What follows belongs to an exercise in optimizing a design on an open flow for small area and a short achievable clock period; a production flow would make more cautious choices. Only simulation tests tie the RTL to the original design; equivalence was not proved. Power figures rest on the tool's default switching activity, not on a simulated workload.

// top_module
module top_module (
    input wire clk,
    input wire reset,
    input wire signed [15:0] x_in,
    input wire signed [15:0] d_in,
    output wire signed [15:0] y_out
);
    reg [15:0] d0;                  
    reg [15:0] dl [1:15];           
    reg        p1, n1;              
    reg        p16, n16;            
    reg [15:0] rz;
    reg [15:1] rp, rn;
    reg [4:1]  cz, cp, cn;          
    reg [15:0] y;
    reg        ep, en;              
    reg        kp, kn;              
    reg [3:0]  cnt;                 
    reg        v15;                 
    integer i;
    wire [15:0] d15 = v15 ? dl[15] : 16'd0;
    wire        p15 = (|d15) & ~d15[15];
    wire        n15 = d15[15];
    function [15:0] add16(input [15:0] a, input [15:0] b, input ci);
        reg [15:0] p, g, gg, pp;
        integer k, st;
        begin
            p = a ^ b;
            g = a & b;
            gg = g;
            pp = p;
            gg[0] = g[0] | (p[0] & ci);
            for (st = 1; st < 16; st = st * 2)
                for (k = 2 * st - 1; k < 16; k = k + 2 * st) begin
                    gg[k] = gg[k] | (pp[k] & gg[k-st]);
                    pp[k] = pp[k] & pp[k-st];
                end
            for (st = 4; st >= 1; st = st / 2)
                for (k = 3 * st - 1; k < 16; k = k + 2 * st) begin
                    gg[k] = gg[k] | (pp[k] & gg[k-st]);
                    pp[k] = pp[k] & pp[k-st];
  ...
Size in the first run: roughly 740 cells after synthesis, about 50 I/O pins.
clock: 12.5 ns
lec_check: 0
cap_margin: 20
core_margin: 2
core_utilization: 45
slew_margin: 20
standard.sh (not shown) runs the stock make flow with config.mk's settings and CLKGATE_MAP_FILE= SYNTH_SCRIPT=/design/flow/synth_recipe.tcl, a recipe that flattens the netlist after the stock synthesis.
==> flow/flow/run.sh <==
#!/bin/bash
# The standard ORFS layout (standard.sh), with these changes to how the
# layout is made:
# - after the standard synthesis, flow/polarity.py picks the polarity of each
#   full adder and xor cell so that fewer inverters are needed (full adders are
#   self-dual; xor2 and xnor2 absorb inversions). Registers, ports and other
#   cells are untouched. Then Yosys re-maps the other combinational cells with
#   ABC (flow/remap.ys), so leftover inverters merge into gates; registers and
#   adders stay. Yosys proves the result equivalent to the standard netlist
#   (flow/equiv.ys); if it cannot, the standard netlist is used as is;
# - repair_timing aims for setup slack beyond the clock's own (SETUP_SLACK_MARGIN),
#   so the layout is optimised for a shorter achieved period;
# - port buffers are a plain buf_2 instead of the resizer's default pick;
# - CTS: clkbuf_16 root, clkbuf_8 leaf buffers, no dummy loads, clusters of at most
#   20 sinks within 60 um.
# The clock period and constraints (constraint.sdc) are the standard flow's, unchanged.
# Logs: make_synth.log, polarity.log, remap.log, equiv.log, make_standard.log here, and
# each ORFS step's log under orfs/logs.
set -euo pipefail
export SETUP_SLACK_MARGIN=9.0
export BUFFER_PORTS_ARGS="-buffer_cell sky130_fd_sc_hd__buf_2"
export CTS_ARGS="-sink_clustering_enable -repair_clock_nets -dont_use_dummy_load -root_buf sky130_fd_sc_hd__clkbuf_16 -buf_list sky130_fd_sc_hd__clkbuf_8 -sink_clustering_size 20 -sink_clustering_max_diameter 60"
RES="$PWD/orfs/results/$FLOW_PLATFORM/top_module/base"
YOSYS="$FLOW_HOME/../tools/install/yosys/bin/yosys"
LIB="$FLOW_HOME/platforms/$FLOW_PLATFORM/lib/sky130_fd_sc_hd__tt_025C_1v80.lib"

bash standard.sh "$RES/1_2_yosys.v" > make_synth.log 2>&1
mkdir -p pol
cp "$RES/1_2_yosys.v" pol/standard.v
cp "$LIB" pol/lib.lib
cp "$FLOW_HOME/scripts/abc_speed.script" flow/abc.constr pol/ 2>/dev/null || cp "$FLOW_HOME/scripts/abc_speed.script" pol/
if python3 flow/polarity.py pol/standard.v pol/polarity.v > polarity.log 2>&1 &&
   (cd pol && "$YOSYS" -s ../flow/remap.ys) > remap.log 2>&1 &&
   cp pol/remap.v pol/netlist.v &&
   (cd pol && "$YOSYS" -s ../flow/equiv.ys) > equiv.log 2>&1; then
  cp pol/netlist.v "$RES/1_2_yosys.v"
  echo "using the optimised netlist" >> polarity.log
else
  echo "using the standard netlist" >> polarity.log
fi
rm -f pol/lib.lib
touch "$RES/1_2_yosys.v"
bash standard.sh > make_standard.log 2>&1
==> flow/flow/equiv.ys <==
# Proves the optimised netlist (netlist.v) equivalent to the standard synthesis's:
# registers and ports are paired by name, everything else is internal.
read_liberty -ignore_miss_func lib.lib
read_verilog standard.v
rename top_module gold
read_verilog netlist.v
rename top_module gate
flatten gold gate
async2sync
rename -hide gold/w:_*
rename -hide gate/w:_*
equiv_make gold gate equiv
equiv_simple -seq 1
equiv_induct
equiv_status -assert equiv
==> flow/flow/remap.ys <==
# Re-maps the combinational cells of flow/polarity.py's netlist with ABC, so
# the inverters left next to the full adders can merge into other gates.
# Registers, full and half adders stay as they are.
read_liberty -ignore_miss_func lib.lib
read_verilog polarity.v
hierarchy -top top_module
blackbox sky130_fd_sc_hd__fa_* sky130_fd_sc_hd__ha_* sky130_fd_sc_hd__df*
flatten
rename -hide w:*.*
opt_clean -purge
abc -script abc_speed.script -liberty lib.lib -D 3000 -dont_use sky130_fd_sc_hd__probe_p_8 -dont_use sky130_fd_sc_hd__probec_p_8 -dont_use sky130_fd_sc_hd__lpflow_*
opt_clean -purge
splitnets
opt_clean -purge
stat -liberty lib.lib
write_verilog -noattr -noexpr -nohex -nodec remap.v
Other scripts of this flow, unchanged in this note and not shown: flow/flow/polarity.py
The starting point passed the timing, DRC and antenna checks.
Edit:
--- a/flow/flow/run.sh
+++ b/flow/flow/run.sh
@@ -5,8 +5,6 @@
 #   full adder and xor cell so that fewer inverters are needed (full adders are
 #   self-dual; xor2 and xnor2 absorb inversions). Registers, ports and other
-#   cells are untouched. Then Yosys re-maps the other combinational cells with
-#   ABC (flow/remap.ys), so leftover inverters merge into gates; registers and
-#   adders stay. Yosys proves the result equivalent to the standard netlist
-#   (flow/equiv.ys); if it cannot, the standard netlist is used as is;
+#   cells are untouched. Yosys proves the result equivalent to the standard
+#   netlist (flow/equiv.ys); if it cannot, the standard netlist is used as is;
 # - repair_timing aims for setup slack beyond the clock's own (SETUP_SLACK_MARGIN),
 #   so the layout is optimised for a shorter achieved period;
@@ -15,5 +13,5 @@
 #   20 sinks within 60 um.
 # The clock period and constraints (constraint.sdc) are the standard flow's, unchanged.
-# Logs: make_synth.log, polarity.log, remap.log, equiv.log, make_standard.log here, and
+# Logs: make_synth.log, polarity.log, equiv.log, make_standard.log here, and
 # each ORFS step's log under orfs/logs.
 set -euo pipefail
@@ -29,11 +27,8 @@
 cp "$RES/1_2_yosys.v" pol/standard.v
 cp "$LIB" pol/lib.lib
-cp "$FLOW_HOME/scripts/abc_speed.script" flow/abc.constr pol/ 2>/dev/null || cp "$FLOW_HOME/scripts/abc_speed.script" pol/
 if python3 flow/polarity.py pol/standard.v pol/polarity.v > polarity.log 2>&1 &&
-   (cd pol && "$YOSYS" -s ../flow/remap.ys) > remap.log 2>&1 &&
-   cp pol/remap.v pol/netlist.v &&
    (cd pol && "$YOSYS" -s ../flow/equiv.ys) > equiv.log 2>&1; then
-  cp pol/netlist.v "$RES/1_2_yosys.v"
-  echo "using the optimised netlist" >> polarity.log
+  cp pol/polarity.v "$RES/1_2_yosys.v"
+  echo "using the polarity netlist" >> polarity.log
 else
   echo "using the standard netlist" >> polarity.log
==> flow/flow/equiv.ys (replaced) <==
# Proves flow/polarity.py's netlist equivalent to the standard synthesis's:
# registers and ports are paired by name, everything else is internal.
read_liberty -ignore_miss_func lib.lib
read_verilog standard.v
rename top_module gold
read_verilog polarity.v
rename top_module gate
flatten gold gate
async2sync
rename -hide gold/w:_*
rename -hide gate/w:_*
equiv_make gold gate equiv
equiv_simple -seq 1
equiv_induct
equiv_status -assert equiv
PLACE_DENSITY = 0.75   (was default)
removed: flow/flow/remap.ys
After rerunning: The new run finished with timing, DRC and antenna clean. Final cell count rose by a few percent. Worst setup slack improved by 0.018 ns. Power came out higher by a few percent. Cell area grows slightly. Core utilization is about the same. First-iteration DRC count rose by a little under a tenth. Die area came out higher slightly. Count of clock-buffer cells in the layout went down by 1. Sequential share of layout area came out lower by 0.60 points. Wire length shrinks by a few percent. Non-clock buffer count fell by 5.
Edit:
--- a/flow/flow/run.sh
+++ b/flow/flow/run.sh
@@ -16,5 +16,5 @@
 # each ORFS step's log under orfs/logs.
 set -euo pipefail
-export SETUP_SLACK_MARGIN=9.0
+export SETUP_SLACK_MARGIN=8.95
 export BUFFER_PORTS_ARGS="-buffer_cell sky130_fd_sc_hd__buf_2"
 export CTS_ARGS="-sink_clustering_enable -repair_clock_nets -dont_use_dummy_load -root_buf sky130_fd_sc_hd__clkbuf_16 -buf_list sky130_fd_sc_hd__clkbuf_8 -sink_clustering_size 20 -sink_clustering_max_diameter 60"
PLACE_DENSITY = default   (was 0.75)
The new run produced a clean layout.
Synthesized cell count is unchanged.
Die area is unchanged.
Worst setup slack gets worse by 0.034 ns.
Sequential power stays flat.
Final cell count fell by 0.33%.
Hold slack degrades by 0.025 ns.
Total power drops by 1.6%.
Edit:
--- a/flow/flow/run.sh
+++ b/flow/flow/run.sh
@@ -16,5 +16,5 @@
 # each ORFS step's log under orfs/logs.
 set -euo pipefail
-export SETUP_SLACK_MARGIN=8.95
+export SETUP_SLACK_MARGIN=9.3
 export BUFFER_PORTS_ARGS="-buffer_cell sky130_fd_sc_hd__buf_2"
 export CTS_ARGS="-sink_clustering_enable -repair_clock_nets -dont_use_dummy_load -root_buf sky130_fd_sc_hd__clkbuf_16 -buf_list sky130_fd_sc_hd__clkbuf_8 -sink_clustering_size 20 -sink_clustering_max_diameter 60"
The new run completed without violations; sequential share of layout area is lower by 1.6 points; die area is unchanged; final area is higher by 2.9%; core utilization is higher by 1.5 points; count of clock-buffer cells in the layout does not change; clock power is about the same; clock skew is higher by 0.0062 ns; cell count is higher by 2.4%; register-to-register slack barely changes.


Starting RTL as in the previous note.
clock: 12.5 ns
lec_check: 0
cap_margin: 20
core_margin: 2
core_utilization: 45
slew_margin: 20
==> flow/flow/run.sh <==
#!/bin/bash
# The standard ORFS layout (standard.sh: standard synthesis, floorplan,
# placement, CTS, routing), with three changes to how the layout is made:
# - repair_timing aims for setup slack beyond the clock's own (SETUP_SLACK_MARGIN),
#   so the layout is optimised for a shorter achieved period;
# - port buffers are a plain buf_2 instead of the resizer's default pick;
# - CTS: clkbuf_16 root, clkbuf_8 leaf buffers, no dummy loads, smaller clusters.
# The clock period and constraints (constraint.sdc) are the standard flow's, unchanged.
# make's full output goes to make_standard.log; each ORFS step logs to orfs/logs.
set -euo pipefail
export SETUP_SLACK_MARGIN=8.8
export BUFFER_PORTS_ARGS="-buffer_cell sky130_fd_sc_hd__buf_2"
export CTS_ARGS="-sink_clustering_enable -repair_clock_nets -dont_use_dummy_load -root_buf sky130_fd_sc_hd__clkbuf_16 -buf_list sky130_fd_sc_hd__clkbuf_8 -sink_clustering_size 16 -sink_clustering_max_diameter 50"
bash standard.sh > make_standard.log 2>&1
Rerun with:
--- a/flow/flow/run.sh
+++ b/flow/flow/run.sh
@@ -11 +11 @@
-export SETUP_SLACK_MARGIN=8.8
+export SETUP_SLACK_MARGIN=9.0
@@ -13 +13 @@
-export CTS_ARGS="-sink_clustering_enable -repair_clock_nets -dont_use_dummy_load -root_buf sky130_fd_sc_hd__clkbuf_16 -buf_list sky130_fd_sc_hd__clkbuf_8 -sink_clustering_size 16 -sink_clustering_max_diameter 50"
+export CTS_ARGS="-sink_clustering_enable -repair_clock_nets -dont_use_dummy_load -root_buf sky130_fd_sc_hd__clkbuf_16 -buf_list sky130_fd_sc_hd__clkbuf_8 -sink_clustering_size 20 -sink_clustering_max_diameter 60"
--- a/flow/config.mk
+++ b/flow/config.mk
@@ -10 +10 @@
-export CORE_UTILIZATION = 45
+export CORE_UTILIZATION = 55
=>
- die area came out lower by about 18%
- via count climbs by about 2.4%
- setup slack gains 0.071 ns
- clock power goes down by 8.3%
- total power goes up by about 2.6%
- global-route usage goes up by 4.3 points


Another version of the RTL of top_module (not shown whole).
Size in the first run: roughly 13000 um^2 of cells after synthesis.
export LEC_CHECK = 0
export CAP_MARGIN = 20
export CORE_MARGIN = 2
export CORE_UTILIZATION = 45
export SLEW_MARGIN = 20
create_clock -name core_clock -period 12.5 [get_ports {clk}]
==> flow/flow/run.sh <==
#!/bin/bash
# Standard ORFS layout (the standard.sh), with two changes to how it is made:
# - repair_timing aims for setup slack beyond the clock's own (SETUP_SLACK_MARGIN),
#   so the layout is optimised for a shorter achieved period;
# - port buffers are a plain buffer cell instead of the resizer's default pick.
# The clock period and constraints are the standard flow's, unchanged.
set -euo pipefail
export SETUP_SLACK_MARGIN=${SETUP_SLACK_MARGIN_OVERRIDE:-9.0}
export BUFFER_PORTS_ARGS="-buffer_cell sky130_fd_sc_hd__buf_2"
bash standard.sh > make_standard.log 2>&1
Then changed:
==> flow/run.sh (new file) <==
#!/bin/bash
# synth_recipe.tcl (not shown) runs the flow's synth.tcl, then flattens the netlist and writes it again
# the make line also repeats each setting of config.mk as NAME=value (left out here)
make -C /OpenROAD-flow-scripts/flow DESIGN_CONFIG=/design/flow/config.mk WORK_HOME=/design/flow/orfs CLKGATE_MAP_FILE= SYNTH_SCRIPT=/design/flow/synth_recipe.tcl finish
removed: flow/flow/run.sh
removed: flow/standard.sh
- The changed run ran to the end with no violations
- final cell count went down by 3.3%
- non-clock buffer count went down by 55
- sequential share of layout area went up by 3.3 points
- clock power went up by about 0.8%
- die area stays the same
- design area went down by 7.0%
- area after synthesis stays the same
- worst hold slack barely changes
- wire length went down by 6.2%

-- static timing again, ports no longer ideal --
Ports are ideal in the flow. The routed layouts listed here were re-timed in OpenROAD.
Step 1 (the two cells are an assumption about what drives the block):
set clk [get_ports {clk}]
set_driving_cell -lib_cell sky130_fd_sc_hd__clkbuf_16 $clk
set_driving_cell -lib_cell sky130_fd_sc_hd__buf_2 [delete_from_list [all_inputs] $clk]
Step 2 also shifts input and output timing later by t, the mid clock arrival at the registers, as if the neighbouring blocks saw the same clock.
a / b / c = no drivers / after step 1 / after step 2; a / b = the first two.
| run | shift t [ns] | setup slack, ns | worst setup path at the end | cell pins on the clock port's net |
|---|---|---|---|---|
| the first run of note 1 | 0.518 | 8.955 / 8.911 / 8.626 | input to register | 1 |
| the second run of note 1 | 0.532 | 8.973 / 8.929 / 8.534 | input to register | 1 |
| the third run of note 1 | 0.524 | 8.939 / 8.892 / 8.626 | input to register | 1 |
| the fourth run of note 1 | 0.526 | 8.967 / 8.923 / 8.587 | input to register | 1 |
| the first run of note 2 | 0.538 | 8.897 / 8.887 / 8.526 | input to register | 1 |
| the second run of note 2 | 0.522 | 8.967 / 8.921 / 8.538 | input to register | 1 |
| the first run of note 3 | 0.560 | 8.246 / 8.256 / 7.696 | input to register | 1 |
| the second run of note 3 | 0.542 | 7.574 / 7.589 / 7.047 | input to register | 1 |
After both steps setup and hold are still met in every run listed. For the first run of note 3, which loses most, drivers alone change the setup slack by +0.010 ns; drivers and shift together by -0.550 ns.
